From an optimization exercise on the open Yosys and OpenROAD flow, aimed at small area, a short achievable clock period and few clock cycles per item; shortcuts taken in it are not production practice.
In this exercise RTL edits were held to simulation tests only and were not proved equivalent to the original.
The clock input has no modelled driver; a real chip could not lean on it and would need a root buffer or a full tree.

Design RCL, start of the top module:
module RCL(
    clk,
    rst_n,
    in_valid,
    coef_Q,
    coef_L,
    out_valid,
    out
);
clock: 80.0 ns
lec_check: 0
cap_margin: 20
core_margin: 2
core_utilization: 40
gpl_timing_driven: 0
slew_margin: 20
synth_hierarchical: 1
buffer_ports_args: -buffer_cell sky130_fd_sc_hd__buf_1
standard.sh (not shown) runs the stock make flow with config.mk's settings and CLKGATE_MAP_FILE= SYNTH_SCRIPT=/design/flow/synth_recipe.tcl, a recipe that flattens the netlist after the stock synthesis.
==> flow/flow/run.sh <==
#!/bin/bash
# Standard layout, with the port buffers made of sky130_fd_sc_hd__buf_1 cells
# and a clock tree without dummy loads.
set -euo pipefail
echo 'export BUFFER_PORTS_ARGS = -buffer_cell sky130_fd_sc_hd__buf_1' >> config.mk
export CTS_ARGS="-sink_clustering_enable -repair_clock_nets -dont_use_dummy_load"
bash standard.sh > standard.log 2>&1
Testbench counts at the start, summed over its fixed seeds: cycles 11,992, items 2,400.
Edit:
==> flow/flow/run.sh (replaced) <==
#!/bin/bash
# Standard layout, with the port buffers made of sky130_fd_sc_hd__buf_1 cells
# and the clock tree replaced by one clock buffer (flow/one_clock_buffer.tcl).
set -euo pipefail
here=$(pwd)
echo 'export BUFFER_PORTS_ARGS = -buffer_cell sky130_fd_sc_hd__buf_1' >> config.mk
export POST_CTS_TCL="$here/flow/one_clock_buffer.tcl"
bash standard.sh > standard.log 2>&1
==> flow/flow/one_clock_buffer.tcl (new file) <==
# Runs after ORFS's clock tree synthesis (POST_CTS_TCL hook). The design has
# few registers, so the tree is replaced by one level of clock buffers: the
# clock port drives CLOCK_BUFS buffers, each of which drives the clock pins of
# the registers nearest to it (the registers split by x coordinate).
set nbuf 2
set bufcell sky130_fd_sc_hd__clkbuf_8
set block [ord::get_db_block]
set db [ord::get_db]
set clk_net [[$block findBTerm clk] getNet]

# the clock tree's buffers and dummy loads, and the nets they drive
set tree_insts {}
set tree_nets {}
foreach inst [$block getInsts] {
  set name [$inst getName]
  if { [string match "clkbuf_*" $name] || [string match "clkload*" $name] } {
    lappend tree_insts $inst
    set out [$inst findITerm X]
    if { $out == "NULL" } { set out [$inst findITerm Y] }
    if { $out != "NULL" && [$out getNet] != "NULL" } { lappend tree_nets [$out getNet] }
  }
}

set regs {}
foreach inst [$block getInsts] {
  if { [string match "sky130_fd_sc_hd__df*" [[$inst getMaster] getName]] } {
    lappend regs [list [lindex [$inst getLocation] 0] $inst]
  }
}
set regs [lsort -integer -index 0 $regs]
set n [llength $regs]
foreach inst $tree_insts { odb::dbInst_destroy $inst }
foreach net $tree_nets { odb::dbNet_destroy $net }

set master [$db findMaster $bufcell]
for { set b 0 } { $b < $nbuf } { incr b } {
  set lo [expr { $b * $n / $nbuf }]
  set hi [expr { ($b + 1) * $n / $nbuf }]
  set net [odb::dbNet_create $block clknet_$b]
  $net setSigType CLOCK
  set sx 0
  set sy 0
  foreach r [lrange $regs $lo [expr { $hi - 1 }]] {
    set inst [lindex $r 1]
    set it [$inst findITerm CLK]
    $it disconnect
    $it connect $net
    set loc [$inst getLocation]
    incr sx [lindex $loc 0]
    incr sy [lindex $loc 1]
  }
  set buf [odb::dbInst_create $block $master clkbuf_$b]
  [$buf findITerm A] connect $clk_net
  [$buf findITerm X] connect $net
  set k [expr { $hi - $lo }]
  $buf setLocation [expr { $sx / $k }] [expr { $sy / $k }]
  $buf setPlacementStatus PLACED
}
puts "one_clock_buffer: $n registers on $nbuf buffers, removed [llength $tree_insts] tree cells"
detailed_placement
estimate_parasitics -placement
report_clock_skew
--- a/flow/config.mk
+++ b/flow/config.mk
@@ -8,5 +8,5 @@
 export CAP_MARGIN = 20
 export CORE_MARGIN = 2
-export CORE_UTILIZATION = 40
+export CORE_UTILIZATION = 65
 export GPL_TIMING_DRIVEN = 0
 export SLEW_MARGIN = 20
The changed run ran to the end with no violations.
Design area falls by a few percent.
Via count grows by a few percent.
Sequential share of layout area rises by 0.44 points.
Die area drops by well over a third.
Edit:
==> flow/flow/run.sh (replaced) <==
#!/bin/bash
# Standard layout, with the port buffers made of sky130_fd_sc_hd__buf_1 cells
# and the clock tree replaced by one level of clock buffers
# (flow/one_clock_buffer.tcl). Buffers that synthesis added are removed at
# floorplan (REMOVE_ABC_BUFFERS).
set -euo pipefail
here=$(pwd)
echo 'export BUFFER_PORTS_ARGS = -buffer_cell sky130_fd_sc_hd__buf_1' >> config.mk
echo 'export REMOVE_ABC_BUFFERS = 1' >> config.mk
export POST_CTS_TCL="$here/flow/one_clock_buffer.tcl"
bash standard.sh > standard.log 2>&1
--- a/flow/flow/one_clock_buffer.tcl
+++ b/flow/flow/one_clock_buffer.tcl
@@ -3,5 +3,5 @@
 # clock port drives CLOCK_BUFS buffers, each of which drives the clock pins of
 # the registers nearest to it (the registers split by x coordinate).
-set nbuf 2
+set nbuf 3
 set bufcell sky130_fd_sc_hd__clkbuf_8
 set block [ord::get_db_block]
--- a/flow/config.mk
+++ b/flow/config.mk
@@ -13,2 +13,3 @@
 export SYNTH_HIERARCHICAL = 1
 export BUFFER_PORTS_ARGS = -buffer_cell sky130_fd_sc_hd__buf_1
+export REMOVE_ABC_BUFFERS = 1
Outcome: Design area falls by about 1.1%. Utilization goes down by 0.79 points.
Edit:
==> flow/flow/run.sh (replaced) <==
#!/bin/bash
# Standard layout, with the port buffers made of sky130_fd_sc_hd__buf_1 cells
# and the clock tree replaced by one clock buffer (flow/one_clock_buffer.tcl).
set -euo pipefail
here=$(pwd)
echo 'export BUFFER_PORTS_ARGS = -buffer_cell sky130_fd_sc_hd__buf_1' >> config.mk
echo 'export REMOVE_ABC_BUFFERS = 1' >> config.mk
export POST_CTS_TCL="$here/flow/one_clock_buffer.tcl"
bash standard.sh > standard.log 2>&1
Result:
- The new run finished with timing, DRC and antenna clean
- core utilization does not change
- routed wire length does not change
- cell area is unchanged
In the second, third and fourth runs of this note the design's own scripts or RTL, not TritonCTS, make the clock network.

port drivers added, routing unchanged:
Ports are ideal in the flow. The routed layouts listed here were re-timed in OpenROAD. Step 1 (the two cells are an assumption about what drives the block):
set clk [get_ports {clk}]
set_driving_cell -lib_cell sky130_fd_sc_hd__clkbuf_16 $clk
set_driving_cell -lib_cell sky130_fd_sc_hd__buf_2 [delete_from_list [all_inputs] $clk]
Step 2 also shifts input and output timing later by t, the mid clock arrival at the registers, as if the neighbouring blocks saw the same clock. Three values: ideal ports, drivers, drivers and shift; two values: the first two.
| run | shift t [ns] | slack for setup (ns) | worst setup path at the end | pins driven straight from the clock port |
|---|---|---|---|---|
| the first run | 0.311 | 63.213 / 63.187 / 63.498 | register to output | 1 |
| the second run | 0.205 | 63.345 / 63.303 / 63.508 | register to output | 2 |
| the third run | 0.182 | 63.367 / 63.323 / 63.505 | register to output | 3 |
| the fourth run | 0.182 | 63.367 / 63.323 / 63.505 | register to output | 3 |
After both steps setup and hold are still met in every run listed.
